What follows belongs to an exercise in optimizing a design on an open flow for small area, a short achievable clock period and few clock cycles per item; a production flow would make more cautious choices.
Function was not checked in any run shown here: the RTL went through the layout flow alone.

==> flow/design.v (outline; a module is shown in full before it is edited, if it fits) <==
// module MyDesign: 249 lines
// module booth_tree: 689 lines
// module csa_tree: 137 lines
module MyDesign(
    input logic reset_n,
    input logic clk,
    input logic dut_valid,
    output logic dut_ready,
    output logic dut__tb__sram_input_write_enable,
    output logic [16-1 : 0] dut__tb__sram_input_write_address,
    output logic [32-1 : 0] dut__tb__sram_input_write_data,
    output logic [16-1 : 0] dut__tb__sram_input_read_address,
    input logic [32-1 : 0] tb__dut__sram_input_read_data,
    output logic dut__tb__sram_weight_write_enable,
    output logic [16-1 : 0] dut__tb__sram_weight_write_address,
    output logic [32-1 : 0] dut__tb__sram_weight_write_data,
    output logic [16-1 : 0] dut__tb__sram_weight_read_address,
    input logic [32-1 : 0] tb__dut__sram_weight_read_data,
    output logic dut__tb__sram_result_write_enable,
    output logic [16-1 : 0] dut__tb__sram_result_write_address,
    output logic [32-1 : 0] dut__tb__sram_result_write_data,
    output logic [16-1 : 0] dut__tb__sram_result_read_address,
    input logic [32-1 : 0] tb__dut__sram_result_read_data,
    output logic dut__tb__sram_scratchpad_write_enable,
    output logic [16-1 : 0] dut__tb__sram_scratchpad_write_address,
    output logic [32-1 : 0] dut__tb__sram_scratchpad_write_data,
    output logic [16-1 : 0] dut__tb__sram_scratchpad_read_address,
    input logic [32-1 : 0] tb__dut__sram_scratchpad_read_data
);
  // ...
==> flow/flow/run.sh <==
#!/bin/bash
set -euo pipefail
bash standard.sh SETUP_SLACK_MARGIN=7.5 "BUFFER_PORTS_ARGS=-buffer_cell sky130_fd_sc_hd__buf_1" finish > standard.log 2>&1
==> flow/standard.sh <==
#!/bin/bash
# synth_recipe.tcl (not shown) runs the flow's synth.tcl, then flattens the netlist and writes it again
# the make line also repeats each setting of config.mk as NAME=value (left out here)
make -C /OpenROAD-flow-scripts/flow DESIGN_CONFIG=/design/flow/config.mk WORK_HOME=/design/flow/orfs CLKGATE_MAP_FILE= SYNTH_SCRIPT=/design/flow/synth_recipe.tcl "${@:-finish}"
==> flow/config.mk <==
export PLATFORM = sky130hd
export DESIGN_NAME = MyDesign
export DESIGN_NICKNAME = MyDesign
export VERILOG_FILES = /design/flow/design.v
export SDC_FILE = /design/flow/constraint.sdc
export NUM_CORES = 4
export LEC_CHECK = 0
export ABC_CLOCK_PERIOD_IN_PS = 3500
export CAP_MARGIN = 20
export CORE_MARGIN = 2
export CORE_UTILIZATION = 40
export SLEW_MARGIN = 20
==> flow/constraint.sdc <==
create_clock -name core_clock -period 11.0 [get_ports {clk}]
set_input_delay 2.2000 -clock core_clock [delete_from_list [all_inputs] [get_ports {clk}]]
set_output_delay 2.2000 -clock core_clock [all_outputs]
set_load 0.01 [all_outputs]
==> impl_metrics.json, run 1 <==
{
  "grt_usage_pct": 20.1,
  "gp_congestion": 0.859,
  "synth_cells": 2808,
  "cts-root-buf": "clkbuf_16",
  "fp.dieArea_sq_mm": 0.0699,
  "critPathRequiredTime_ns": 11.51,
  "nonClkBufAreaFrac_pct": 6.43,
  "grt_max_degree": 57,
  "avgViaCountPerCell": 5.07,
  "synth_top_family_by_area": "adder cells",
  "drtIter0Drc": 1368,
  "worst_ep_arrival_time_ns": 4.43,
  "numCtsBuffers": 42,
  "drv_cap": 0,
  "min_period_over_period_pct": 35.6,
  "grt_setup_unrepaired": "yes",
  "synthTopCellsByArea": "dfxtp_1 21%, fa_1 16%, xnor2_1 8.0%, edfxtp_1 7.6%, a22oi_1 7.4%",
  "wl_per_cell_microns": 18.4,
  "regArea_sq_mm": 0.00786,
  "cpPeakStageDelay_ns": 0.58,
  "placed_area_sq_mm": 0.0280,
  "placed_cells": 3736,
  "cp-start-kind": "register",
  "outcome": "timing/DRC/antenna clean",
  "met2_usage_pct": 32.6,
  "antenna_found_initial": 5,
  "final_util_pct": 46.0,
  "clock_path_buffers": 3,
  "clock_skew_ns": 0.0565,
  "seq_area_share_pct": 25.4,
  "final.setup.tns_ns": 0,
  "synth-simple-area-share_pct": 7.36,
  "area_growth_pct": 14.0,
  "avgSynthCellArea_sq_um": 9.66,
  "max-slew-margin-rel_pct": 31.5,
  "clkCellAreaFrac_pct": 4.88,
  "hold_violations": 0,
  "endpoint": "p0[26]",
  "crit_type": "reg2reg"
}
==> module MyDesign, before the edit <==
module MyDesign(
    input logic reset_n,
    input logic clk,
    input logic dut_valid,
    output logic dut_ready,
    output logic dut__tb__sram_input_write_enable,
    output logic [16-1 : 0] dut__tb__sram_input_write_address,
    output logic [32-1 : 0] dut__tb__sram_input_write_data,
    output logic [16-1 : 0] dut__tb__sram_input_read_address,
    input logic [32-1 : 0] tb__dut__sram_input_read_data,
    output logic dut__tb__sram_weight_write_enable,
    output logic [16-1 : 0] dut__tb__sram_weight_write_address,
    output logic [32-1 : 0] dut__tb__sram_weight_write_data,
    output logic [16-1 : 0] dut__tb__sram_weight_read_address,
    input logic [32-1 : 0] tb__dut__sram_weight_read_data,
    output logic dut__tb__sram_result_write_enable,
    output logic [16-1 : 0] dut__tb__sram_result_write_address,
    output logic [32-1 : 0] dut__tb__sram_result_write_data,
    output logic [16-1 : 0] dut__tb__sram_result_read_address,
    input logic [32-1 : 0] tb__dut__sram_result_read_data,
    output logic dut__tb__sram_scratchpad_write_enable,
    output logic [16-1 : 0] dut__tb__sram_scratchpad_write_address,
    output logic [32-1 : 0] dut__tb__sram_scratchpad_write_data,
    output logic [16-1 : 0] dut__tb__sram_scratchpad_read_address,
    input logic [32-1 : 0] tb__dut__sram_scratchpad_read_data
);
  logic        res_we, sp_we, w_spv, w_rowend, w_final;
  logic [11:0] res_wa;
  logic [9:0]  sp_wa, vt_row;
  logic        ready_r;
  logic        st_wait;       
  logic        st_dims;       
  logic        issuing;       
  logic [2:0]  ph;            
  logic [4:0]  k, c;
  logic [3:0]  r;
  logic [4:0]  kmax, cmax;
  logic [4:0]  dm1, em1;
  logic [3:0]  nm1;
  logic [10:0] a_addr, a_row;
  logic [11:0] b_addr, b_base;
  wire end_k  = (k == kmax);
  wire end_c  = (c == cmax);
  wire end_r  = (r == nm1);
  wire end_ph = end_k & end_c & end_r;
  wire [10:0] a_inc = a_addr + 11'd1;
  wire [11:0] b_inc = b_addr + 12'd1;
  always_ff @(posedge clk) begin
    if (!reset_n) begin
      ready_r <= 1'b1;
      st_wait <= 1'b0;
      st_dims <= 1'b0;
      issuing <= 1'b0;
    end else begin
      st_wait <= 1'b0;
      st_dims <= st_wait;
      if (ready_r && dut_valid) begin
        ready_r <= 1'b0;
        st_wait <= 1'b1;
      end
      if (st_dims)
        issuing <= 1'b1;
      else if (issuing && end_ph && ph == 3'd4)
        issuing <= 1'b0;
      if (w_final)
        ready_r <= 1'b1;
    end
  end
  always_ff @(posedge clk) begin
    if (ready_r) begin
      a_addr <= '0;
      b_addr <= '0;
    end else if (st_dims) begin
      nm1    <= tb__dut__sram_input_read_data[19:16] - 4'd1;
      dm1    <= tb__dut__sram_input_read_data[4:0] - 5'd1;
      em1    <= tb__dut__sram_weight_read_data[4:0] - 5'd1;
      kmax   <= tb__dut__sram_input_read_data[4:0] - 5'd1;
      cmax   <= tb__dut__sram_weight_read_data[4:0] - 5'd1;
      ph     <= 3'd0;
      k      <= '0;
      c      <= '0;
      r      <= '0;
      a_addr <= 11'd1;
      a_row  <= 11'd1;
      b_addr <= 12'd1;
      b_base <= 12'd1;
    end else if (issuing) begin
      if (!end_k) begin
        k      <= k + 5'd1;
        a_addr <= a_inc;
        b_addr <= b_inc;
      end else begin
        k <= '0;
        if (!end_c) begin
          c      <= c + 5'd1;
          a_addr <= a_row;
          b_addr <= b_inc;
        end else begin
          c <= '0;
          if (!end_r) begin
            r      <= r + 4'd1;
            a_addr <= a_inc;
            a_row  <= a_inc;
            b_addr <= b_base;
          end else begin
            r  <= '0;
            ph <= ph + 3'd1;
            case (ph)
              3'd0, 3'd1: begin             
                a_addr <= 11'd1;
                a_row  <= 11'd1;
                b_addr <= b_inc;
                b_base <= b_inc;
              end
              3'd2: begin                   
                a_addr <= '0;
                a_row  <= '0;
                b_addr <= '0;
                b_base <= '0;
                kmax   <= em1;
                cmax   <= {1'b0, nm1};
              end
              default: begin                
                a_addr <= a_inc + {a_inc[9:0], 1'b0};
                a_row  <= a_inc + {a_inc[9:0], 1'b0};
                b_addr <= b_inc;
                b_base <= b_inc;
                kmax   <= {1'b0, nm1};
                cmax   <= em1;
              end
            endcase
          end
        end
      end
    end
  end
  logic       t1_v, t2_v, t3_v;
  logic       t1_src;
  logic       t1_first, t2_first, t3_first;
  logic       t1_last, t2_last, t3_last;
  logic       t1_rowend, t2_rowend, t3_rowend;
  logic       t1_spk, t2_spk, t3_spk;        
  logic       t1_spv, t2_spv, t3_spv;        
  logic       t1_fin, t2_fin, t3_fin;
  always_ff @(posedge clk) begin
    if (!reset_n) begin
      t1_v <= 1'b0; t2_v <= 1'b0; t3_v <= 1'b0;
    end else begin
      t1_v <= issuing; t2_v <= t1_v; t3_v <= t2_v;
    end
  end
  always_ff @(posedge clk) begin
    t1_src    <= (ph == 3'd3) || (ph == 3'd4);
    t1_first  <= (k == 5'd0);
    t1_last   <= end_k;
    t1_rowend <= end_c;
    t1_spk    <= (ph == 3'd1);
    t1_spv    <= (ph == 3'd2);
    t1_fin    <= end_ph && (ph == 3'd4);
    t2_first  <= t1_first;  t3_first  <= t2_first;
    t2_last   <= t1_last;   t3_last   <= t2_last;
    t2_rowend <= t1_rowend; t3_rowend <= t2_rowend;
    t2_spk    <= t1_spk;    t3_spk    <= t2_spk;
    t2_spv    <= t1_spv;    t3_spv    <= t2_spv;
    t2_fin    <= t1_fin;    t3_fin    <= t2_fin;
  end
  logic [31:0] op_a;
  logic [15:0] bt_one, bt_two, bt_neg;
  wire  [31:0] in_b = t1_src ? tb__dut__sram_scratchpad_read_data : tb__dut__sram_weight_read_data;
  always_ff @(posedge clk) begin
    op_a <= t1_src ? tb__dut__sram_result_read_data : tb__dut__sram_input_read_data;
    for (int i = 0; i < 16; i++) begin
      logic [2:0] bits;
      bits      = {in_b[2*i+1], in_b[2*i], (i == 0) ? 1'b0 : in_b[2*i-1]};
      bt_one[i] <= bits[1] ^ bits[0];
      bt_two[i] <= (bits == 3'b100) || (bits == 3'b011);
      bt_neg[i] <= bits[2];
    end
  end
  logic [31:0] r0, r1, r2;
  booth_tree u_booth (
    .op_a(op_a), .one(bt_one), .two(bt_two), .neg(bt_neg),
    .r0(r0), .r1(r1), .r2(r2)
  );
  logic [31:0] p0, p1, p2;
  always_ff @(posedge clk) begin
    p0 <= r0;
    p1 <= r1;
    p2 <= r2;
  end
  logic [31:0] acc, y0, y1;
  csa_tree u_csa (
    .x0(p0), .x1(p1), .x2(p2), .x3(t3_first ? 32'd0 : acc),
    .y0(y0), .y1(y1)
  );
  always_ff @(posedge clk)
    acc <= y0 + y1;
  always_ff @(posedge clk) begin
    if (!reset_n) begin
      res_we  <= 1'b0;
      sp_we   <= 1'b0;
      w_final <= 1'b0;
    end else begin
      res_we  <= t3_v & t3_last;
      sp_we   <= t3_v & t3_last & (t3_spk | t3_spv);
      w_final <= t3_v & t3_last & t3_fin;
    end
  end
  always_ff @(posedge clk) begin
    w_spv    <= t3_spv;
    w_rowend <= t3_rowend;
  end
  always_ff @(posedge clk) begin
    if (st_dims) begin
      res_wa <= '0;
      sp_wa  <= '0;
    end else if (res_we) begin
      res_wa <= res_wa + 12'd1;
      if (sp_we) begin
        if (!w_spv) begin
          sp_wa  <= sp_wa + 10'd1;
          vt_row <= sp_wa + 10'd1;
        end else if (w_rowend) begin
          sp_wa  <= vt_row + 10'd1;
          vt_row <= vt_row + 10'd1;
        end else begin
          sp_wa  <= sp_wa + {6'd0, nm1} + 10'd1;
        end
      end
    end
  end
  assign dut_ready = ready_r;
  assign dut__tb__sram_input_write_enable   = 1'b0;
  assign dut__tb__sram_input_write_address  = '0;
  assign dut__tb__sram_input_write_data     = '0;
  assign dut__tb__sram_weight_write_enable  = 1'b0;
  assign dut__tb__sram_weight_write_address = '0;
  assign dut__tb__sram_weight_write_data    = '0;
  assign dut__tb__sram_input_read_address      = {5'd0, a_addr};
  assign dut__tb__sram_result_read_address     = {5'd0, a_addr};
  assign dut__tb__sram_weight_read_address     = {4'd0, b_addr};
  assign dut__tb__sram_scratchpad_read_address = {4'd0, b_addr};
  assign dut__tb__sram_result_write_enable      = res_we;
  assign dut__tb__sram_result_write_address     = {4'd0, res_wa};
  assign dut__tb__sram_result_write_data        = acc;
  assign dut__tb__sram_scratchpad_write_enable  = sp_we;
  assign dut__tb__sram_scratchpad_write_address = {6'd0, sp_wa};
  assign dut__tb__sram_scratchpad_write_data    = acc;
endmodule
==> module csa_tree, before the edit <==
module csa_tree (
  input  logic [31:0] x0,
  input  logic [31:0] x1,
  input  logic [31:0] x2,
  input  logic [31:0] x3,
  output logic [31:0] y0,
  output logic [31:0] y1
);
  wire s0 = x0[0] ^ x1[0];
  wire c0 = x0[0] & x1[0];
  wire s1 = x0[1] ^ x1[1] ^ x2[1];
  wire c1 = (x0[1] & x1[1]) | (x0[1] & x2[1]) | (x1[1] & x2[1]);
  wire s2 = x0[2] ^ x1[2] ^ x2[2];
  wire c2 = (x0[2] & x1[2]) | (x0[2] & x2[2]) | (x1[2] & x2[2]);
  wire s3 = x0[3] ^ x1[3] ^ x2[3];
  wire c3 = (x0[3] & x1[3]) | (x0[3] & x2[3]) | (x1[3] & x2[3]);
  wire s4 = x0[4] ^ x1[4] ^ x2[4];
  wire c4 = (x0[4] & x1[4]) | (x0[4] & x2[4]) | (x1[4] & x2[4]);
  wire s5 = x0[5] ^ x1[5] ^ x2[5];
  wire c5 = (x0[5] & x1[5]) | (x0[5] & x2[5]) | (x1[5] & x2[5]);
  wire s6 = x0[6] ^ x1[6] ^ x2[6];
  wire c6 = (x0[6] & x1[6]) | (x0[6] & x2[6]) | (x1[6] & x2[6]);
  wire s7 = x0[7] ^ x1[7] ^ x2[7];
  wire c7 = (x0[7] & x1[7]) | (x0[7] & x2[7]) | (x1[7] & x2[7]);
  wire s8 = x0[8] ^ x1[8] ^ x2[8];
  wire c8 = (x0[8] & x1[8]) | (x0[8] & x2[8]) | (x1[8] & x2[8]);
  wire s9 = x0[9] ^ x1[9] ^ x2[9];
  wire c9 = (x0[9] & x1[9]) | (x0[9] & x2[9]) | (x1[9] & x2[9]);
  wire s10 = x0[10] ^ x1[10] ^ x2[10];
  wire c10 = (x0[10] & x1[10]) | (x0[10] & x2[10]) | (x1[10] & x2[10]);
  wire s11 = x0[11] ^ x1[11] ^ x2[11];
  wire c11 = (x0[11] & x1[11]) | (x0[11] & x2[11]) | (x1[11] & x2[11]);
  wire s12 = x0[12] ^ x1[12] ^ x2[12];
  wire c12 = (x0[12] & x1[12]) | (x0[12] & x2[12]) | (x1[12] & x2[12]);
  wire s13 = x0[13] ^ x1[13] ^ x2[13];
  wire c13 = (x0[13] & x1[13]) | (x0[13] & x2[13]) | (x1[13] & x2[13]);
  wire s14 = x0[14] ^ x1[14] ^ x2[14];
  wire c14 = (x0[14] & x1[14]) | (x0[14] & x2[14]) | (x1[14] & x2[14]);
  wire s15 = x0[15] ^ x1[15] ^ x2[15];
  wire c15 = (x0[15] & x1[15]) | (x0[15] & x2[15]) | (x1[15] & x2[15]);
  wire s16 = x0[16] ^ x1[16] ^ x2[16];
  wire c16 = (x0[16] & x1[16]) | (x0[16] & x2[16]) | (x1[16] & x2[16]);
  wire s17 = x0[17] ^ x1[17] ^ x2[17];
  wire c17 = (x0[17] & x1[17]) | (x0[17] & x2[17]) | (x1[17] & x2[17]);
  wire s18 = x0[18] ^ x1[18] ^ x2[18];
  wire c18 = (x0[18] & x1[18]) | (x0[18] & x2[18]) | (x1[18] & x2[18]);
  wire s19 = x0[19] ^ x1[19] ^ x2[19];
  wire c19 = (x0[19] & x1[19]) | (x0[19] & x2[19]) | (x1[19] & x2[19]);
  wire s20 = x0[20] ^ x1[20] ^ x2[20];
  wire c20 = (x0[20] & x1[20]) | (x0[20] & x2[20]) | (x1[20] & x2[20]);
  wire s21 = x0[21] ^ x1[21] ^ x2[21];
  wire c21 = (x0[21] & x1[21]) | (x0[21] & x2[21]) | (x1[21] & x2[21]);
  wire s22 = x0[22] ^ x1[22] ^ x2[22];
  wire c22 = (x0[22] & x1[22]) | (x0[22] & x2[22]) | (x1[22] & x2[22]);
  wire s23 = x0[23] ^ x1[23] ^ x2[23];
  wire c23 = (x0[23] & x1[23]) | (x0[23] & x2[23]) | (x1[23] & x2[23]);
  wire s24 = x0[24] ^ x1[24] ^ x2[24];
  wire c24 = (x0[24] & x1[24]) | (x0[24] & x2[24]) | (x1[24] & x2[24]);
  wire s25 = x0[25] ^ x1[25] ^ x2[25];
  wire c25 = (x0[25] & x1[25]) | (x0[25] & x2[25]) | (x1[25] & x2[25]);
  wire s26 = x0[26] ^ x1[26] ^ x2[26];
  wire c26 = (x0[26] & x1[26]) | (x0[26] & x2[26]) | (x1[26] & x2[26]);
  wire s27 = x0[27] ^ x1[27] ^ x2[27];
  wire c27 = (x0[27] & x1[27]) | (x0[27] & x2[27]) | (x1[27] & x2[27]);
  wire s28 = x0[28] ^ x1[28] ^ x2[28];
  wire c28 = (x0[28] & x1[28]) | (x0[28] & x2[28]) | (x1[28] & x2[28]);
  wire s29 = x0[29] ^ x1[29] ^ x2[29];
  wire c29 = (x0[29] & x1[29]) | (x0[29] & x2[29]) | (x1[29] & x2[29]);
  wire s30 = x0[30] ^ x1[30] ^ x2[30];
  wire c30 = (x0[30] & x1[30]) | (x0[30] & x2[30]) | (x1[30] & x2[30]);
  wire s31 = x0[31] ^ x1[31] ^ x2[31];
  wire s32 = s0 ^ x2[0];
  wire c32 = s0 & x2[0];
  wire s33 = s1 ^ x3[1] ^ c0;
  wire c33 = (s1 & x3[1]) | (s1 & c0) | (x3[1] & c0);
  wire s34 = s2 ^ x3[2] ^ c1;
  wire c34 = (s2 & x3[2]) | (s2 & c1) | (x3[2] & c1);
  wire s35 = s3 ^ x3[3] ^ c2;
  wire c35 = (s3 & x3[3]) | (s3 & c2) | (x3[3] & c2);
  wire s36 = s4 ^ x3[4] ^ c3;
  wire c36 = (s4 & x3[4]) | (s4 & c3) | (x3[4] & c3);
  wire s37 = s5 ^ x3[5] ^ c4;
  wire c37 = (s5 & x3[5]) | (s5 & c4) | (x3[5] & c4);
  wire s38 = s6 ^ x3[6] ^ c5;
  wire c38 = (s6 & x3[6]) | (s6 & c5) | (x3[6] & c5);
  wire s39 = s7 ^ x3[7] ^ c6;
  wire c39 = (s7 & x3[7]) | (s7 & c6) | (x3[7] & c6);
  wire s40 = s8 ^ x3[8] ^ c7;
  wire c40 = (s8 & x3[8]) | (s8 & c7) | (x3[8] & c7);
  wire s41 = s9 ^ x3[9] ^ c8;
  wire c41 = (s9 & x3[9]) | (s9 & c8) | (x3[9] & c8);
  wire s42 = s10 ^ x3[10] ^ c9;
  wire c42 = (s10 & x3[10]) | (s10 & c9) | (x3[10] & c9);
  wire s43 = s11 ^ x3[11] ^ c10;
  wire c43 = (s11 & x3[11]) | (s11 & c10) | (x3[11] & c10);
  wire s44 = s12 ^ x3[12] ^ c11;
  wire c44 = (s12 & x3[12]) | (s12 & c11) | (x3[12] & c11);
  wire s45 = s13 ^ x3[13] ^ c12;
  wire c45 = (s13 & x3[13]) | (s13 & c12) | (x3[13] & c12);
  wire s46 = s14 ^ x3[14] ^ c13;
  wire c46 = (s14 & x3[14]) | (s14 & c13) | (x3[14] & c13);
  wire s47 = s15 ^ x3[15] ^ c14;
  wire c47 = (s15 & x3[15]) | (s15 & c14) | (x3[15] & c14);
  wire s48 = s16 ^ x3[16] ^ c15;
  wire c48 = (s16 & x3[16]) | (s16 & c15) | (x3[16] & c15);
  wire s49 = s17 ^ x3[17] ^ c16;
  wire c49 = (s17 & x3[17]) | (s17 & c16) | (x3[17] & c16);
  wire s50 = s18 ^ x3[18] ^ c17;
  wire c50 = (s18 & x3[18]) | (s18 & c17) | (x3[18] & c17);
  wire s51 = s19 ^ x3[19] ^ c18;
  wire c51 = (s19 & x3[19]) | (s19 & c18) | (x3[19] & c18);
  wire s52 = s20 ^ x3[20] ^ c19;
  wire c52 = (s20 & x3[20]) | (s20 & c19) | (x3[20] & c19);
  wire s53 = s21 ^ x3[21] ^ c20;
  wire c53 = (s21 & x3[21]) | (s21 & c20) | (x3[21] & c20);
  wire s54 = s22 ^ x3[22] ^ c21;
  wire c54 = (s22 & x3[22]) | (s22 & c21) | (x3[22] & c21);
  wire s55 = s23 ^ x3[23] ^ c22;
  wire c55 = (s23 & x3[23]) | (s23 & c22) | (x3[23] & c22);
  wire s56 = s24 ^ x3[24] ^ c23;
  wire c56 = (s24 & x3[24]) | (s24 & c23) | (x3[24] & c23);
  wire s57 = s25 ^ x3[25] ^ c24;
  wire c57 = (s25 & x3[25]) | (s25 & c24) | (x3[25] & c24);
  wire s58 = s26 ^ x3[26] ^ c25;
  wire c58 = (s26 & x3[26]) | (s26 & c25) | (x3[26] & c25);
  wire s59 = s27 ^ x3[27] ^ c26;
  wire c59 = (s27 & x3[27]) | (s27 & c26) | (x3[27] & c26);
  wire s60 = s28 ^ x3[28] ^ c27;
  wire c60 = (s28 & x3[28]) | (s28 & c27) | (x3[28] & c27);
  wire s61 = s29 ^ x3[29] ^ c28;
  wire c61 = (s29 & x3[29]) | (s29 & c28) | (x3[29] & c28);
  wire s62 = s30 ^ x3[30] ^ c29;
  wire c62 = (s30 & x3[30]) | (s30 & c29) | (x3[30] & c29);
  wire s63 = s31 ^ x3[31] ^ c30;
  assign y0 = {s63, s62, s61, s60, s59, s58, s57, s56, s55, s54, s53, s52, s51, s50, s49, s48, s47, s46, s45, s44, s43, s42, s41, s40, s39, s38, s37, s36, s35, s34, s33, s32};
  assign y1 = {c62, c61, c60, c59, c58, c57, c56, c55, c54, c53, c52, c51, c50, c49, c48, c47, c46, c45, c44, c43, c42, c41, c40, c39, c38, c37, c36, c35, c34, c33, c32, x3[0]};
endmodule
==> inputs of run 2 (changes only) <==
--- a/flow/design.v
+++ b/flow/design.v
@@ -172,30 +172,31 @@
     for (int i = 0; i < 16; i++) begin
       logic [2:0] bits;
       bits      = {in_b[2*i+1], in_b[2*i], (i == 0) ? 1'b0 : in_b[2*i-1]};
       bt_one[i] <= bits[1] ^ bits[0];
       bt_two[i] <= (bits == 3'b100) || (bits == 3'b011);
       bt_neg[i] <= bits[2];
     end
   end
-  logic [31:0] r0, r1, r2;
+  logic [31:0] r0, r1, r2, r3;
   booth_tree u_booth (
     .op_a(op_a), .one(bt_one), .two(bt_two), .neg(bt_neg),
-    .r0(r0), .r1(r1), .r2(r2)
+    .r0(r0), .r1(r1), .r2(r2), .r3(r3)
   );
-  logic [31:0] p0, p1, p2;
+  logic [31:0] p0, p1, p2, p3;
   always_ff @(posedge clk) begin
     p0 <= r0;
     p1 <= r1;
     p2 <= r2;
+    p3 <= r3;
   end
   logic [31:0] acc, y0, y1;
   csa_tree u_csa (
-    .x0(p0), .x1(p1), .x2(p2), .x3(t3_first ? 32'd0 : acc),
+    .x0(p0), .x1(p1), .x2(p2), .x3(p3), .x4(t3_first ? 32'd0 : acc),
     .y0(y0), .y1(y1)
   );
   always_ff @(posedge clk)
     acc <= y0 + y1;
   always_ff @(posedge clk) begin
     if (!reset_n) begin
       res_we  <= 1'b0;
       sp_we   <= 1'b0;
@@ -247,17 +248,18 @@
   assign dut__tb__sram_scratchpad_write_address = {6'd0, sp_wa};
   assign dut__tb__sram_scratchpad_write_data    = acc;
 endmodule
 module booth_tree (
   input  logic [31:0] op_a,
   input  logic [15:0] one, two, neg,
   output logic [31:0] r0,
   output logic [31:0] r1,
-  output logic [31:0] r2
+  output logic [31:0] r2,
+  output logic [31:0] r3
 );
   wire pp_0_0 = (one[0] & op_a[0]) ^ neg[0];
   wire pp_0_1 = ((one[0] & op_a[1]) | (two[0] & op_a[0])) ^ neg[0];
   wire pp_0_2 = ((one[0] & op_a[2]) | (two[0] & op_a[1])) ^ neg[0];
   wire pp_0_3 = ((one[0] & op_a[3]) | (two[0] & op_a[2])) ^ neg[0];
   wire pp_0_4 = ((one[0] & op_a[4]) | (two[0] & op_a[3])) ^ neg[0];
   wire pp_0_5 = ((one[0] & op_a[5]) | (two[0] & op_a[4])) ^ neg[0];
   wire pp_0_6 = ((one[0] & op_a[6]) | (two[0] & op_a[5])) ^ neg[0];
@@ -872,80 +874,27 @@
   wire s177 = c120 ^ c121 ^ c122;
   wire c177 = (c120 & c121) | (c120 & c122) | (c121 & c122);
   wire s178 = s126 ^ s127 ^ s128;
   wire c178 = (s126 & s127) | (s126 & s128) | (s127 & s128);
   wire s179 = c123 ^ c124 ^ c125;
   wire c179 = (c123 & c124) | (c123 & c125) | (c124 & c125);
   wire s180 = s129 ^ s130 ^ s131;
   wire s181 = c126 ^ c127 ^ c128;
-  wire s182 = pp_0_4 ^ pp_1_2;
-  wire c182 = pp_0_4 & pp_1_2;
-  wire s183 = pp_0_5 ^ pp_1_3;
-  wire c183 = pp_0_5 & pp_1_3;
-  wire s184 = s132 ^ pp_2_2 ^ pp_3_0;
-  wire c184 = (s132 & pp_2_2) | (s132 & pp_3_0) | (pp_2_2 & pp_3_0);
-  wire s185 = s133 ^ pp_2_3 ^ pp_3_1;
-  wire c185 = (s133 & pp_2_3) | (s133 & pp_3_1) | (pp_2_3 & pp_3_1);
-  wire s186 = s134 ^ s135 ^ neg[4];
-  wire c186 = (s134 & s135) | (s134 & neg[4]) | (s135 & neg[4]);
-  wire s187 = s136 ^ s137 ^ c134;
-  wire c187 = (s136 & s137) | (s136 & c134) | (s137 & c134);
-  wire s188 = s138 ^ s139 ^ c136;
-  wire c188 = (s138 & s139) | (s138 & c136) | (s139 & c136);
-  wire s189 = s140 ^ s141 ^ c138;
-  wire c189 = (s140 & s141) | (s140 & c138) | (s141 & c138);
-  wire s190 = s142 ^ s143 ^ c140;
-  wire c190 = (s142 & s143) | (s142 & c140) | (s143 & c140);
-  wire s191 = s144 ^ s145 ^ c142;
-  wire c191 = (s144 & s145) | (s144 & c142) | (s145 & c142);
-  wire s192 = s146 ^ s147 ^ c144;
-  wire c192 = (s146 & s147) | (s146 & c144) | (s147 & c144);
-  wire s193 = s148 ^ s149 ^ c146;
-  wire c193 = (s148 & s149) | (s148 & c146) | (s149 & c146);
-  wire s194 = s150 ^ s151 ^ c148;
-  wire c194 = (s150 & s151) | (s150 & c148) | (s151 & c148);
-  wire s195 = s152 ^ s153 ^ c150;
-  wire c195 = (s152 & s153) | (s152 & c150) | (s153 & c150);
-  wire s196 = s154 ^ s155 ^ c152;
-  wire c196 = (s154 & s155) | (s154 & c152) | (s155 & c152);
-  wire s197 = s156 ^ s157 ^ c154;
-  wire c197 = (s156 & s157) | (s156 & c154) | (s157 & c154);
-  wire s198 = s158 ^ s159 ^ c156;
-  wire c198 = (s158 & s159) | (s158 & c156) | (s159 & c156);
-  wire s199 = s160 ^ s161 ^ c158;
-  wire c199 = (s160 & s161) | (s160 & c158) | (s161 & c158);
-  wire s200 = s162 ^ s163 ^ c160;
-  wire c200 = (s162 & s163) | (s162 & c160) | (s163 & c160);
-  wire s201 = s164 ^ s165 ^ c162;
-  wire c201 = (s164 & s165) | (s164 & c162) | (s165 & c162);
-  wire s202 = s166 ^ s167 ^ c164;
-  wire c202 = (s166 & s167) | (s166 & c164) | (s167 & c164);
-  wire s203 = s168 ^ s169 ^ c166;
-  wire c203 = (s168 & s169) | (s168 & c166) | (s169 & c166);
-  wire s204 = s170 ^ s171 ^ c168;
-  wire c204 = (s170 & s171) | (s170 & c168) | (s171 & c168);
-  wire s205 = s172 ^ s173 ^ c170;
-  wire c205 = (s172 & s173) | (s172 & c170) | (s173 & c170);
-  wire s206 = s174 ^ s175 ^ c172;
-  wire c206 = (s174 & s175) | (s174 & c172) | (s175 & c172);
-  wire s207 = s176 ^ s177 ^ c174;
-  wire c207 = (s176 & s177) | (s176 & c174) | (s177 & c174);
-  wire s208 = s178 ^ s179 ^ c176;
-  wire c208 = (s178 & s179) | (s178 & c176) | (s179 & c176);
-  wire s209 = s180 ^ s181 ^ c178;
-  assign r0 = {s209, s208, s207, s206, s205, s204, s203, s202, s201, s200, s199, s198, s197, s196, s195, s194, s193, s192, s191, s190, s189, s188, s187, s186, s185, s184, s183, s182, pp_0_3, pp_0_2, pp_0_1, pp_0_0};
-  assign r1 = {c179, c177, c175, c173, c171, c169, c167, c165, c163, c161, c159, c157, c155, c153, c151, c149, c147, c145, c143, c141, c139, c137, c135, c133, c132, neg[3], pp_2_1, pp_2_0, pp_1_1, pp_1_0, 1'b0, neg[0]};
-  assign r2 = {c208, c207, c206, c205, c204, c203, c202, c201, c200, c199, c198, c197, c196, c195, c194, c193, c192, c191, c190, c189, c188, c187, c186, c185, c184, c183, c182, neg[2], 1'b0, neg[1], 1'b0, 1'b0};
+  assign r0 = {s180, s178, s176, s174, s172, s170, s168, s166, s164, s162, s160, s158, s156, s154, s152, s150, s148, s146, s144, s142, s140, s138, s136, s134, s133, s132, pp_0_5, pp_0_4, pp_0_3, pp_0_2, pp_0_1, pp_0_0};
+  assign r1 = {s181, s179, s177, s175, s173, s171, s169, s167, s165, s163, s161, s159, s157, s155, s153, s151, s149, s147, s145, s143, s141, s139, s137, s135, pp_2_3, pp_2_2, pp_1_3, pp_1_2, pp_1_1, pp_1_0, 1'b0, neg[0]};
+  assign r2 = {c178, c176, c174, c172, c170, c168, c166, c164, c162, c160, c158, c156, c154, c152, c150, c148, c146, c144, c142, c140, c138, c136, c134, neg[4], pp_3_1, pp_3_0, pp_2_1, pp_2_0, 1'b0, neg[1], 1'b0, 1'b0};
+  assign r3 = {c179, c177, c175, c173, c171, c169, c167, c165, c163, c161, c159, c157, c155, c153, c151, c149, c147, c145, c143, c141, c139, c137, c135, c133, c132, neg[3], 1'b0, neg[2], 1'b0, 1'b0, 1'b0, 1'b0};
 endmodule
 module csa_tree (
   input  logic [31:0] x0,
   input  logic [31:0] x1,
   input  logic [31:0] x2,
   input  logic [31:0] x3,
+  input  logic [31:0] x4,
   output logic [31:0] y0,
   output logic [31:0] y1
 );
   wire s0 = x0[0] ^ x1[0];
   wire c0 = x0[0] & x1[0];
   wire s1 = x0[1] ^ x1[1] ^ x2[1];
   wire c1 = (x0[1] & x1[1]) | (x0[1] & x2[1]) | (x1[1] & x2[1]);
   wire s2 = x0[2] ^ x1[2] ^ x2[2];
@@ -1004,72 +953,135 @@
   wire c28 = (x0[28] & x1[28]) | (x0[28] & x2[28]) | (x1[28] & x2[28]);
   wire s29 = x0[29] ^ x1[29] ^ x2[29];
   wire c29 = (x0[29] & x1[29]) | (x0[29] & x2[29]) | (x1[29] & x2[29]);
   wire s30 = x0[30] ^ x1[30] ^ x2[30];
   wire c30 = (x0[30] & x1[30]) | (x0[30] & x2[30]) | (x1[30] & x2[30]);
   wire s31 = x0[31] ^ x1[31] ^ x2[31];
   wire s32 = s0 ^ x2[0];
   wire c32 = s0 & x2[0];
-  wire s33 = s1 ^ x3[1] ^ c0;
-  wire c33 = (s1 & x3[1]) | (s1 & c0) | (x3[1] & c0);
-  wire s34 = s2 ^ x3[2] ^ c1;
-  wire c34 = (s2 & x3[2]) | (s2 & c1) | (x3[2] & c1);
-  wire s35 = s3 ^ x3[3] ^ c2;
-  wire c35 = (s3 & x3[3]) | (s3 & c2) | (x3[3] & c2);
-  wire s36 = s4 ^ x3[4] ^ c3;
-  wire c36 = (s4 & x3[4]) | (s4 & c3) | (x3[4] & c3);
-  wire s37 = s5 ^ x3[5] ^ c4;
-  wire c37 = (s5 & x3[5]) | (s5 & c4) | (x3[5] & c4);
-  wire s38 = s6 ^ x3[6] ^ c5;
-  wire c38 = (s6 & x3[6]) | (s6 & c5) | (x3[6] & c5);
-  wire s39 = s7 ^ x3[7] ^ c6;
-  wire c39 = (s7 & x3[7]) | (s7 & c6) | (x3[7] & c6);
-  wire s40 = s8 ^ x3[8] ^ c7;
-  wire c40 = (s8 & x3[8]) | (s8 & c7) | (x3[8] & c7);
-  wire s41 = s9 ^ x3[9] ^ c8;
-  wire c41 = (s9 & x3[9]) | (s9 & c8) | (x3[9] & c8);
-  wire s42 = s10 ^ x3[10] ^ c9;
-  wire c42 = (s10 & x3[10]) | (s10 & c9) | (x3[10] & c9);
-  wire s43 = s11 ^ x3[11] ^ c10;
-  wire c43 = (s11 & x3[11]) | (s11 & c10) | (x3[11] & c10);
-  wire s44 = s12 ^ x3[12] ^ c11;
-  wire c44 = (s12 & x3[12]) | (s12 & c11) | (x3[12] & c11);
-  wire s45 = s13 ^ x3[13] ^ c12;
-  wire c45 = (s13 & x3[13]) | (s13 & c12) | (x3[13] & c12);
-  wire s46 = s14 ^ x3[14] ^ c13;
-  wire c46 = (s14 & x3[14]) | (s14 & c13) | (x3[14] & c13);
-  wire s47 = s15 ^ x3[15] ^ c14;
-  wire c47 = (s15 & x3[15]) | (s15 & c14) | (x3[15] & c14);
-  wire s48 = s16 ^ x3[16] ^ c15;
-  wire c48 = (s16 & x3[16]) | (s16 & c15) | (x3[16] & c15);
-  wire s49 = s17 ^ x3[17] ^ c16;
-  wire c49 = (s17 & x3[17]) | (s17 & c16) | (x3[17] & c16);
-  wire s50 = s18 ^ x3[18] ^ c17;
-  wire c50 = (s18 & x3[18]) | (s18 & c17) | (x3[18] & c17);
-  wire s51 = s19 ^ x3[19] ^ c18;
-  wire c51 = (s19 & x3[19]) | (s19 & c18) | (x3[19] & c18);
-  wire s52 = s20 ^ x3[20] ^ c19;
-  wire c52 = (s20 & x3[20]) | (s20 & c19) | (x3[20] & c19);
-  wire s53 = s21 ^ x3[21] ^ c20;
-  wire c53 = (s21 & x3[21]) | (s21 & c20) | (x3[21] & c20);
-  wire s54 = s22 ^ x3[22] ^ c21;
-  wire c54 = (s22 & x3[22]) | (s22 & c21) | (x3[22] & c21);
-  wire s55 = s23 ^ x3[23] ^ c22;
-  wire c55 = (s23 & x3[23]) | (s23 & c22) | (x3[23] & c22);
-  wire s56 = s24 ^ x3[24] ^ c23;
-  wire c56 = (s24 & x3[24]) | (s24 & c23) | (x3[24] & c23);
-  wire s57 = s25 ^ x3[25] ^ c24;
-  wire c57 = (s25 & x3[25]) | (s25 & c24) | (x3[25] & c24);
-  wire s58 = s26 ^ x3[26] ^ c25;
-  wire c58 = (s26 & x3[26]) | (s26 & c25) | (x3[26] & c25);
-  wire s59 = s27 ^ x3[27] ^ c26;
-  wire c59 = (s27 & x3[27]) | (s27 & c26) | (x3[27] & c26);
-  wire s60 = s28 ^ x3[28] ^ c27;
-  wire c60 = (s28 & x3[28]) | (s28 & c27) | (x3[28] & c27);
-  wire s61 = s29 ^ x3[29] ^ c28;
-  wire c61 = (s29 & x3[29]) | (s29 & c28) | (x3[29] & c28);
-  wire s62 = s30 ^ x3[30] ^ c29;
-  wire c62 = (s30 & x3[30]) | (s30 & c29) | (x3[30] & c29);
-  wire s63 = s31 ^ x3[31] ^ c30;
-  assign y0 = {s63, s62, s61, s60, s59, s58, s57, s56, s55, s54, s53, s52, s51, s50, s49, s48, s47, s46, s45, s44, s43, s42, s41, s40, s39, s38, s37, s36, s35, s34, s33, s32};
-  assign y1 = {c62, c61, c60, c59, c58, c57, c56, c55, c54, c53, c52, c51, c50, c49, c48, c47, c46, c45, c44, c43, c42, c41, c40, c39, c38, c37, c36, c35, c34, c33, c32, x3[0]};
+  wire s33 = s1 ^ x3[1] ^ x4[1];
+  wire c33 = (s1 & x3[1]) | (s1 & x4[1]) | (x3[1] & x4[1]);
+  wire s34 = s2 ^ x3[2] ^ x4[2];
+  wire c34 = (s2 & x3[2]) | (s2 & x4[2]) | (x3[2] & x4[2]);
+  wire s35 = s3 ^ x3[3] ^ x4[3];
+  wire c35 = (s3 & x3[3]) | (s3 & x4[3]) | (x3[3] & x4[3]);
+  wire s36 = s4 ^ x3[4] ^ x4[4];
+  wire c36 = (s4 & x3[4]) | (s4 & x4[4]) | (x3[4] & x4[4]);
+  wire s37 = s5 ^ x3[5] ^ x4[5];
+  wire c37 = (s5 & x3[5]) | (s5 & x4[5]) | (x3[5] & x4[5]);
+  wire s38 = s6 ^ x3[6] ^ x4[6];
+  wire c38 = (s6 & x3[6]) | (s6 & x4[6]) | (x3[6] & x4[6]);
+  wire s39 = s7 ^ x3[7] ^ x4[7];
+  wire c39 = (s7 & x3[7]) | (s7 & x4[7]) | (x3[7] & x4[7]);
+  wire s40 = s8 ^ x3[8] ^ x4[8];
+  wire c40 = (s8 & x3[8]) | (s8 & x4[8]) | (x3[8] & x4[8]);
+  wire s41 = s9 ^ x3[9] ^ x4[9];
+  wire c41 = (s9 & x3[9]) | (s9 & x4[9]) | (x3[9] & x4[9]);
+  wire s42 = s10 ^ x3[10] ^ x4[10];
+  wire c42 = (s10 & x3[10]) | (s10 & x4[10]) | (x3[10] & x4[10]);
+  wire s43 = s11 ^ x3[11] ^ x4[11];
+  wire c43 = (s11 & x3[11]) | (s11 & x4[11]) | (x3[11] & x4[11]);
+  wire s44 = s12 ^ x3[12] ^ x4[12];
+  wire c44 = (s12 & x3[12]) | (s12 & x4[12]) | (x3[12] & x4[12]);
+  wire s45 = s13 ^ x3[13] ^ x4[13];
+  wire c45 = (s13 & x3[13]) | (s13 & x4[13]) | (x3[13] & x4[13]);
+  wire s46 = s14 ^ x3[14] ^ x4[14];
+  wire c46 = (s14 & x3[14]) | (s14 & x4[14]) | (x3[14] & x4[14]);
+  wire s47 = s15 ^ x3[15] ^ x4[15];
+  wire c47 = (s15 & x3[15]) | (s15 & x4[15]) | (x3[15] & x4[15]);
+  wire s48 = s16 ^ x3[16] ^ x4[16];
+  wire c48 = (s16 & x3[16]) | (s16 & x4[16]) | (x3[16] & x4[16]);
+  wire s49 = s17 ^ x3[17] ^ x4[17];
+  wire c49 = (s17 & x3[17]) | (s17 & x4[17]) | (x3[17] & x4[17]);
+  wire s50 = s18 ^ x3[18] ^ x4[18];
+  wire c50 = (s18 & x3[18]) | (s18 & x4[18]) | (x3[18] & x4[18]);
+  wire s51 = s19 ^ x3[19] ^ x4[19];
+  wire c51 = (s19 & x3[19]) | (s19 & x4[19]) | (x3[19] & x4[19]);
+  wire s52 = s20 ^ x3[20] ^ x4[20];
+  wire c52 = (s20 & x3[20]) | (s20 & x4[20]) | (x3[20] & x4[20]);
+  wire s53 = s21 ^ x3[21] ^ x4[21];
+  wire c53 = (s21 & x3[21]) | (s21 & x4[21]) | (x3[21] & x4[21]);
+  wire s54 = s22 ^ x3[22] ^ x4[22];
+  wire c54 = (s22 & x3[22]) | (s22 & x4[22]) | (x3[22] & x4[22]);
+  wire s55 = s23 ^ x3[23] ^ x4[23];
+  wire c55 = (s23 & x3[23]) | (s23 & x4[23]) | (x3[23] & x4[23]);
+  wire s56 = s24 ^ x3[24] ^ x4[24];
+  wire c56 = (s24 & x3[24]) | (s24 & x4[24]) | (x3[24] & x4[24]);
+  wire s57 = s25 ^ x3[25] ^ x4[25];
+  wire c57 = (s25 & x3[25]) | (s25 & x4[25]) | (x3[25] & x4[25]);
+  wire s58 = s26 ^ x3[26] ^ x4[26];
+  wire c58 = (s26 & x3[26]) | (s26 & x4[26]) | (x3[26] & x4[26]);
+  wire s59 = s27 ^ x3[27] ^ x4[27];
+  wire c59 = (s27 & x3[27]) | (s27 & x4[27]) | (x3[27] & x4[27]);
+  wire s60 = s28 ^ x3[28] ^ x4[28];
+  wire c60 = (s28 & x3[28]) | (s28 & x4[28]) | (x3[28] & x4[28]);
+  wire s61 = s29 ^ x3[29] ^ x4[29];
+  wire c61 = (s29 & x3[29]) | (s29 & x4[29]) | (x3[29] & x4[29]);
+  wire s62 = s30 ^ x3[30] ^ x4[30];
+  wire c62 = (s30 & x3[30]) | (s30 & x4[30]) | (x3[30] & x4[30]);
+  wire s63 = s31 ^ x3[31] ^ x4[31];
+  wire s64 = s32 ^ x3[0];
+  wire c64 = s32 & x3[0];
+  wire s65 = s33 ^ c0 ^ c32;
+  wire c65 = (s33 & c0) | (s33 & c32) | (c0 & c32);
+  wire s66 = s34 ^ c1 ^ c33;
+  wire c66 = (s34 & c1) | (s34 & c33) | (c1 & c33);
+  wire s67 = s35 ^ c2 ^ c34;
+  wire c67 = (s35 & c2) | (s35 & c34) | (c2 & c34);
+  wire s68 = s36 ^ c3 ^ c35;
+  wire c68 = (s36 & c3) | (s36 & c35) | (c3 & c35);
+  wire s69 = s37 ^ c4 ^ c36;
+  wire c69 = (s37 & c4) | (s37 & c36) | (c4 & c36);
+  wire s70 = s38 ^ c5 ^ c37;
+  wire c70 = (s38 & c5) | (s38 & c37) | (c5 & c37);
+  wire s71 = s39 ^ c6 ^ c38;
+  wire c71 = (s39 & c6) | (s39 & c38) | (c6 & c38);
+  wire s72 = s40 ^ c7 ^ c39;
+  wire c72 = (s40 & c7) | (s40 & c39) | (c7 & c39);
+  wire s73 = s41 ^ c8 ^ c40;
+  wire c73 = (s41 & c8) | (s41 & c40) | (c8 & c40);
+  wire s74 = s42 ^ c9 ^ c41;
+  wire c74 = (s42 & c9) | (s42 & c41) | (c9 & c41);
+  wire s75 = s43 ^ c10 ^ c42;
+  wire c75 = (s43 & c10) | (s43 & c42) | (c10 & c42);
+  wire s76 = s44 ^ c11 ^ c43;
+  wire c76 = (s44 & c11) | (s44 & c43) | (c11 & c43);
+  wire s77 = s45 ^ c12 ^ c44;
+  wire c77 = (s45 & c12) | (s45 & c44) | (c12 & c44);
+  wire s78 = s46 ^ c13 ^ c45;
+  wire c78 = (s46 & c13) | (s46 & c45) | (c13 & c45);
+  wire s79 = s47 ^ c14 ^ c46;
+  wire c79 = (s47 & c14) | (s47 & c46) | (c14 & c46);
+  wire s80 = s48 ^ c15 ^ c47;
+  wire c80 = (s48 & c15) | (s48 & c47) | (c15 & c47);
+  wire s81 = s49 ^ c16 ^ c48;
+  wire c81 = (s49 & c16) | (s49 & c48) | (c16 & c48);
+  wire s82 = s50 ^ c17 ^ c49;
+  wire c82 = (s50 & c17) | (s50 & c49) | (c17 & c49);
+  wire s83 = s51 ^ c18 ^ c50;
+  wire c83 = (s51 & c18) | (s51 & c50) | (c18 & c50);
+  wire s84 = s52 ^ c19 ^ c51;
+  wire c84 = (s52 & c19) | (s52 & c51) | (c19 & c51);
+  wire s85 = s53 ^ c20 ^ c52;
+  wire c85 = (s53 & c20) | (s53 & c52) | (c20 & c52);
+  wire s86 = s54 ^ c21 ^ c53;
+  wire c86 = (s54 & c21) | (s54 & c53) | (c21 & c53);
+  wire s87 = s55 ^ c22 ^ c54;
+  wire c87 = (s55 & c22) | (s55 & c54) | (c22 & c54);
+  wire s88 = s56 ^ c23 ^ c55;
+  wire c88 = (s56 & c23) | (s56 & c55) | (c23 & c55);
+  wire s89 = s57 ^ c24 ^ c56;
+  wire c89 = (s57 & c24) | (s57 & c56) | (c24 & c56);
+  wire s90 = s58 ^ c25 ^ c57;
+  wire c90 = (s58 & c25) | (s58 & c57) | (c25 & c57);
+  wire s91 = s59 ^ c26 ^ c58;
+  wire c91 = (s59 & c26) | (s59 & c58) | (c26 & c58);
+  wire s92 = s60 ^ c27 ^ c59;
+  wire c92 = (s60 & c27) | (s60 & c59) | (c27 & c59);
+  wire s93 = s61 ^ c28 ^ c60;
+  wire c93 = (s61 & c28) | (s61 & c60) | (c28 & c60);
+  wire s94 = s62 ^ c29 ^ c61;
+  wire c94 = (s62 & c29) | (s62 & c61) | (c29 & c61);
+  wire s95 = s63 ^ c30 ^ c62;
+  assign y0 = {s95, s94, s93, s92, s91, s90, s89, s88, s87, s86, s85, s84, s83, s82, s81, s80, s79, s78, s77, s76, s75, s74, s73, s72, s71, s70, s69, s68, s67, s66, s65, s64};
+  assign y1 = {c94, c93, c92, c91, c90, c89, c88, c87, c86, c85, c84, c83, c82, c81, c80, c79, c78, c77, c76, c75, c74, c73, c72, c71, c70, c69, c68, c67, c66, c65, c64, x4[0]};
 endmodule
--- a/flow/config.mk
+++ b/flow/config.mk
@@ -4,9 +4,10 @@
 export VERILOG_FILES = /design/flow/design.v
 export SDC_FILE = /design/flow/constraint.sdc
 export NUM_CORES = 4
 export LEC_CHECK = 0
 export ABC_CLOCK_PERIOD_IN_PS = 3500
 export CAP_MARGIN = 20
 export CORE_MARGIN = 2
 export CORE_UTILIZATION = 40
+export CTS_BUF_LIST = sky130_fd_sc_hd__clkbuf_4 sky130_fd_sc_hd__clkbuf_8
 export SLEW_MARGIN = 20
==> run 2 against run 1 <==
Effect of this change:
- die area increased by 2.1%
- highest routed layer is now met4
- non-clock buffer count fell by 17
==> impl_metrics.json, run 2 <==
{
  "min_period_over_period_pct": 35.7,
  "synth_edf_count": 69,
  "synth.yosys.warnings": 1,
  "grt_max_degree": 62,
  "yosys.cell_count.top_type": "dfxtp_1",
  "core_sq_mm": 0.0686,
  "synth_top_area_share_pct": 22.2,
  "holdCritPathClass": "reg2reg",
  "wl_per_cell_microns": 18.1,
  "drt_wl_total_microns": 71800,
  "cp-start-kind": "register",
  "cpPeakStageDelay_ns": 0.54,
  "clock_latency_ns": 0.70,
  "cts-root-buf": "clkbuf_8",
  "synth-seq-cells": 376,
  "wl_met3_microns": 4710,
  "cts_tree": "yes",
  "hold_start": "t1_fin",
  "critical_path_depth": 17,
  "clock.fmax_mhz": 255,
  "drive_gt1_share_pct": 14.6,
  "port_buffers": 265,
  "drtIter0Drc": 1333,
  "ios": 392,
  "clk_pin_slew_ns": 0.06,
  "tightest_slew_ns": 0.961,
  "hold_violations": 0,
  "h-tree-depth": 3,
  "drtPass1Iterations": 6,
  "slew_violations": 0,
  "critPathRequiredTime_ns": 11.54,
  "ys_seq_area_share_pct": 29.7,
  "syn_area_sq_mm": 0.0277,
  "initial_utilization_pct": 40.4,
  "antenna_found_initial": 1,
  "max-slew-margin-rel_pct": 35.8,
  "avgViaCountPerCell": 4.99,
  "die_h_microns": 267,
  "path_delay_family": "adder cells",
  "wl_met2_microns": 32800,
  "synth_ff_type": "dfxtp_1",
  "drtAntennaViolNets": 0,
  "drv_cap": 0,
  "crit_type": "reg2reg",
  "rr_worst_depth": 17,
  "cpMaxStageDelayCell": "fa_1",
  "holdBufCountCts": 0,
  "avgSynthCellArea_sq_um": 9.80,
  "overflow": 0,
  "worst_ep_arrival_time_ns": 4.47,
  "placed_area_sq_mm": 0.0287,
  "area_growth_pct": 11.3,
  "holdPathStages": 0,
  "synthTopCellsByArea": "dfxtp_1 22%, fa_1 16%, xnor2_1 7.7%, edfxtp_1 7.5%, a22oi_1 7.4%",
  "final.setup.tns_ns": 0,
  "core.rowCount": 96,
  "post-route-cell-area_sq_mm": 0.0308,
  "fin_crit_ns": 3.93,
  "grt_pass1_vias": 19380,
  "ys_async_sr_fraction_pct": 0,
  "layout_commonest_cell": "inv_1",
  "rr_startpoint": "p2[4]",
  "grt_setup_unrepaired": "yes",
  "setup_viol": 0,
  "crit_chain": "inv_2, fa_1, inv_2, fa_1, inv_1, fa_1, inv_2, ha_4, nand2_4, nor3_4, o21a_1, o311ai_4, a211oi_4, buf_6, o21bai_4, and3_4, or3_1",
  "top_layer_used": "met4",
  "cts.sinks": 376,
  "drt-met1-wl_microns": 32500,
  "grt_pass1_wl_microns": 112000,
  "regArea_sq_mm": 0.00840,
  "cp-startpoint": "p2[4]",
  "numCtsBuffers": 66,
  "dpl.hpwl_microns": 52200,
  "fp.dieW_microns": 267,
  "drc_errors": 0,
  "via_count": 19755,
  "multi_input_area_sq_mm": 0.0171,
  "reg_top3": "acc (32), op_a (32), p0 (32)",
  "final_cell_mix": "287 x inv_1, 273 x a22oi_1, 241 x xnor2_1, 225 x buf_1, 220 x fa_1",
  "netlist_top_cells_count": "307 x dfxtp_1, 297 x inv_1, 273 x a22oi_1",
  "path_buf_inv": 5,
  "clock_path_buffers": 3,
  "synth_top_area_cell": "dfxtp_1",
  "synth_cells": 2825,
  "nets": 3453,
  "clock_skew_ns": 0.0560,
  "fp.dieArea_sq_mm": 0.0713,
  "outcome": "timing/DRC/antenna clean",
  "path_max_fanout": 3,
  "yosysUniqueCellTypes": 77,
  "endpoint_kind": "register",
  "gp_congestion": 0.866,
  "grt_usage_pct": 20.1,
  "fill_cells": 6617
}
==> run 2: cell count changes after synthesis, sizes merged, moves of 9 or more <==
cell,change
nor2b,-13
dfxtp,+27
nand2,+17
inv,-9
a21o,+12
clkbuf,-12
o21ai,-18
a211oi,+9
buf,+13
nand2b,+16
==> run 2: repair_timing <==
action | CTS | global route
setup endpoints to repair | 144 | 51
pin swaps | 45 | 16
resized for setup | 169 | 43
buffers inserted | 22 | 5
gates cloned | 0 | 0
==> run 2: logic make-up after synthesis <==
| family | share of synthesized area [%] |
|---|---|
| buf+inv | 11.6 |
| compound gates | 13.1 |
| simple gates | 7.33 |
| xor+xnor | 13.1 |
| flops | 29.7 |
| fa+ha+maj | 21.5 |
| mux | 3.74 |
| other cells | 0.0135 |
==> run 2: worst paths after layout <==
path                   to  slack (ns)
hold / removal     t2_fin        0.33
setup reg to reg  acc[28]        7.07
hold reg to reg    t2_fin        0.33
setup / recovery  acc[28]        7.07
==> run 2: metal layers <==
| metal | GRT usage [%] | up-vias |
|---|---|---|
| met2 | 31.6 | 674 |
| met4 | 6.74 | 0 |
| li1 | - | 9391 |
| met5 | 0 | - |
| met1 | 28.2 | 9580 |
| met3 | 3.20 | 110 |
==> run 2: area by class of cell <==
cell class / instances / area share, %
well taps: 931 / 3.78
multi-input cells: 1909 / 55.4
repair buffers: 327 / 5.08
flip-flops and latches: 376 / 27.2
diodes: 1 / 0.00812
clock inverters: 26 / 1.10
clock buffers: 92 / 3.74
inverters: 298 / 3.63
==> run 2: stage by stage <==
step	cells	hold WS, ns	util [%]	worst slack (ns)
6_report	3960	0.326	44.9	7.07
5_1_grt	3960	0.331	44.9	6.92
4_1_cts	3954	0.326	44.8	6.92
3_5_place_dp	3814	0.312	41.8	6.49
3_3_place_gp	3814	0.310	41.8	6.57
2_1_floorplan	2950	0.310	-	7.28
==> run 2: worst register-to-register path, stage by stage, from the launching register on <==
cell	delay, ns
dfxtp_2	0.32
inv_2	0.03
fa_1	0.54
inv_2	0.04
fa_1	0.49
inv_1	0.05
fa_1	0.51
inv_2	0.05
ha_4	0.28
nand2_4	0.06
nor3_4	0.13
o21a_1	0.21
o311ai_4	0.13
a211oi_4	0.24
buf_6	0.15
o21bai_4	0.08
and3_4	0.16
or3_1	0.35
==> inputs of run 3 (changes only) <==
--- a/flow/config.mk
+++ b/flow/config.mk
@@ -9,5 +9,4 @@
 export CAP_MARGIN = 20
 export CORE_MARGIN = 2
 export CORE_UTILIZATION = 40
-export CTS_BUF_LIST = sky130_fd_sc_hd__clkbuf_4 sky130_fd_sc_hd__clkbuf_8
 export SLEW_MARGIN = 20
==> run 3 against run 2 <==
Effect of this change:
- critical endpoint unchanged
- global-route usage is 0.16 points lower
- synthesized cell count stayed put
- still clean on timing, DRC and antenna
- clock skew down 0.032 ns
- cell count is 1.1% lower
- via count fell by 0.63%
==> impl_metrics.json, run 3 <==
{
  "outcome": "timing/DRC/antenna clean",
  "holdBufCountCts": 0,
  "crit_type": "reg2reg",
  "fin_cells": 3916,
  "die_h_microns": 267,
  "yosysUniqueCellTypes": 77,
  "initial_utilization_pct": 40.4,
  "synth_edf_count": 69,
  "critical_path_depth": 17,
  "netlist_top_cells_count": "307 x dfxtp_1, 297 x inv_1, 273 x a22oi_1",
  "fp.dieW_microns": 267,
  "grt_usage_pct": 20.0,
  "tightest_slew_ns": 0.993,
  "overflow": 0,
  "avgViaCountPerCell": 5.01,
  "max-slew-margin-rel_pct": 33.8,
  "worst_ep_arrival_time_ns": 4.37,
  "clock.fmax_mhz": 256,
  "antenna_found_initial": 0,
  "layout_commonest_cell": "inv_1",
  "path_max_fanout": 3,
  "synth_top_area_share_pct": 22.2,
  "numCtsBuffers": 43,
  "core_sq_mm": 0.0686,
  "drt-met1-wl_microns": 32600,
  "wl_per_cell_microns": 18.3,
  "via_count": 19630,
  "top_layer_used": "met4",
  "synth.yosys.warnings": 1,
  "synthTopCellsByArea": "dfxtp_1 22%, fa_1 16%, xnor2_1 7.7%, edfxtp_1 7.5%, a22oi_1 7.4%",
  "synth-seq-cells": 376,
  "port_buffers": 265,
  "endpoint_kind": "register",
  "holdCritPathClass": "reg2reg",
  "grt_pass1_vias": 19194,
  "critPathRequiredTime_ns": 11.47,
  "slew_violations": 0,
  "post-route-cell-area_sq_mm": 0.0307,
  "cpMaxStageDelayCell": "fa_1",
  "dpl.hpwl_microns": 52200,
  "setup_viol": 0,
  "final.setup.tns_ns": 0,
  "final_cell_mix": "287 x inv_1, 273 x a22oi_1, 265 x buf_1, 249 x dfxtp_1, 241 x xnor2_1",
  "nets": 3427,
  "holdPathStages": 0,
  "gp_congestion": 0.866,
  "grt_setup_unrepaired": "yes",
  "placed_area_sq_mm": 0.0287,
  "drive_gt1_share_pct": 10.9,
  "drv_cap": 0,
  "path_buf_inv": 5,
  "holdWs_ns": 0.325,
  "reg_top3": "acc (32), op_a (32), p0 (32)",
  "clk_pin_slew_ns": 0.06,
  "fp.dieArea_sq_mm": 0.0713,
  "rr_worst_depth": 17,
  "cts.sinks": 376,
  "avgSynthCellArea_sq_um": 9.80,
  "area_growth_pct": 10.8,
  "placed_cells": 3814,
  "grt_max_degree": 62,
  "core.rowCount": 96,
  "cts-root-buf": "clkbuf_16",
  "dp_slack_ns": 6.49,
  "ys_seq_area_share_pct": 29.7,
  "synth_ff_type": "dfxtp_1",
  "final_util_pct": 44.7,
  "ios": 392,
  "drtPass1Iterations": 7,
  "ys_async_sr_fraction_pct": 0,
  "wl_met3_microns": 4450,
  "drt_wl_total_microns": 71600,
  "layout_setup_ws_ns": 7.10,
  "yosys.cell_count.top_type": "dfxtp_1",
  "syn_area_sq_mm": 0.0277,
  "grt_pass1_wl_microns": 111000,
  "clock_path_buffers": 3,
  "wl_met2_microns": 32700,
  "cts_tree": "yes",
  "clock_skew_ns": 0.0243,
  "min_period_over_period_pct": 35.5,
  "synth_top_area_cell": "dfxtp_1",
  "synth_cells": 2825,
  "hold_violations": 0,
  "fin_crit_ns": 3.90,
  "cpPeakStageDelay_ns": 0.54,
  "drtIter0Drc": 1307,
  "crit_chain": "inv_2, fa_1, inv_2, fa_1, inv_1, fa_1, inv_2, ha_4, nand2_4, nor3_4, o21a_1, o311ai_4, a211oi_4, buf_6, o21bai_4, and3_1, or3_1",
  "path_delay_family": "adder cells",
  "cp-start-kind": "register",
  "drtAntennaViolNets": 0,
  "drc_errors": 0,
  "clock_latency_ns": 0.60,
  "h-tree-depth": 2,
  "num_antenna_cells": 0
}
-- run 3: cell counts after synthesis --
Identical to the previous run, type by type.
-- run 3: final timing paths --
kind | slack, ns | from | end
worst max-delay path | 7.10 | p2[4] | acc[28]
worst max register to register | 7.10 | p2[4] | acc[28]
worst min-delay path | 0.33 | t2_rowend | t3_rowend
worst min register to register | 0.33 | t2_rowend | t3_rowend
-- run 3: layout make-up --
cell class | count | area (sq um)
Inverter | 298 | 1120
Clock buffer | 54 | 1180
Tap cell | 931 | 1160
Timing Repair Buffer | 324 | 1480
Fill cell | 6632 | 37900
Sequential cell | 376 | 8300
Clock inverter | 24 | 317
Multi-Input combinational cell | 1909 | 17100
-- run 3: timing repair --
action	in CTS	in global routing
endpoints found under the setup margin	65	46
buffers inserted	14	10
resized for setup	68	51
pin swaps	39	31
-- run 3: cells by family (layout without fill, tap and decap cells) --
logic type	Yosys count	after routing	synth area share [%]
buf+inv	665	700	11.6
compound gates	513	513	13.1
simple gates	416	416	7.33
xor+xnor	413	413	13.1
flops	376	376	29.7
fa+ha+maj	344	344	21.5
mux	97	97	3.74
other cells	1	126	0.0135
-- run 3: metal layers --
metal | global-route usage (%) | vias up
met5 | 0 | -
met4 | 5.60 | 0
met3 | 3.20 | 108
met2 | 31.8 | 670
met1 | 28.0 | 9537
li1 | - | 9315

## what the ideal ports hide
The results above use ideal ports. As a check the final layouts listed here were re-extracted and re-timed, cells and wires unchanged. Step 1 sets driving cells, clkbuf_16 on the clock port and buf_2 on the other inputs (assumed; they add their load-dependent delay and slew). Step 2 also shifts input and output timing later by t, the mid clock arrival at the registers, as if the neighbouring blocks saw the same clock. Slacks: ideal ports / drivers / drivers and shift; pairs: ideal ports / drivers.
run | t (ns) | slack for setup (ns) | worst hold slack (ns)
run 1 | 0.653 | 7.087 / 7.087 / 7.087 | 0.321 / 0.321 / 0.321
run 2 | 0.733 | 7.075 / 7.075 / 7.075 | 0.326 / 0.326 / 0.326
run 3 | 0.651 | 7.096 / 7.096 / 7.096 | 0.325 / 0.325 / 0.325
After both steps setup and hold are still met in every run listed.
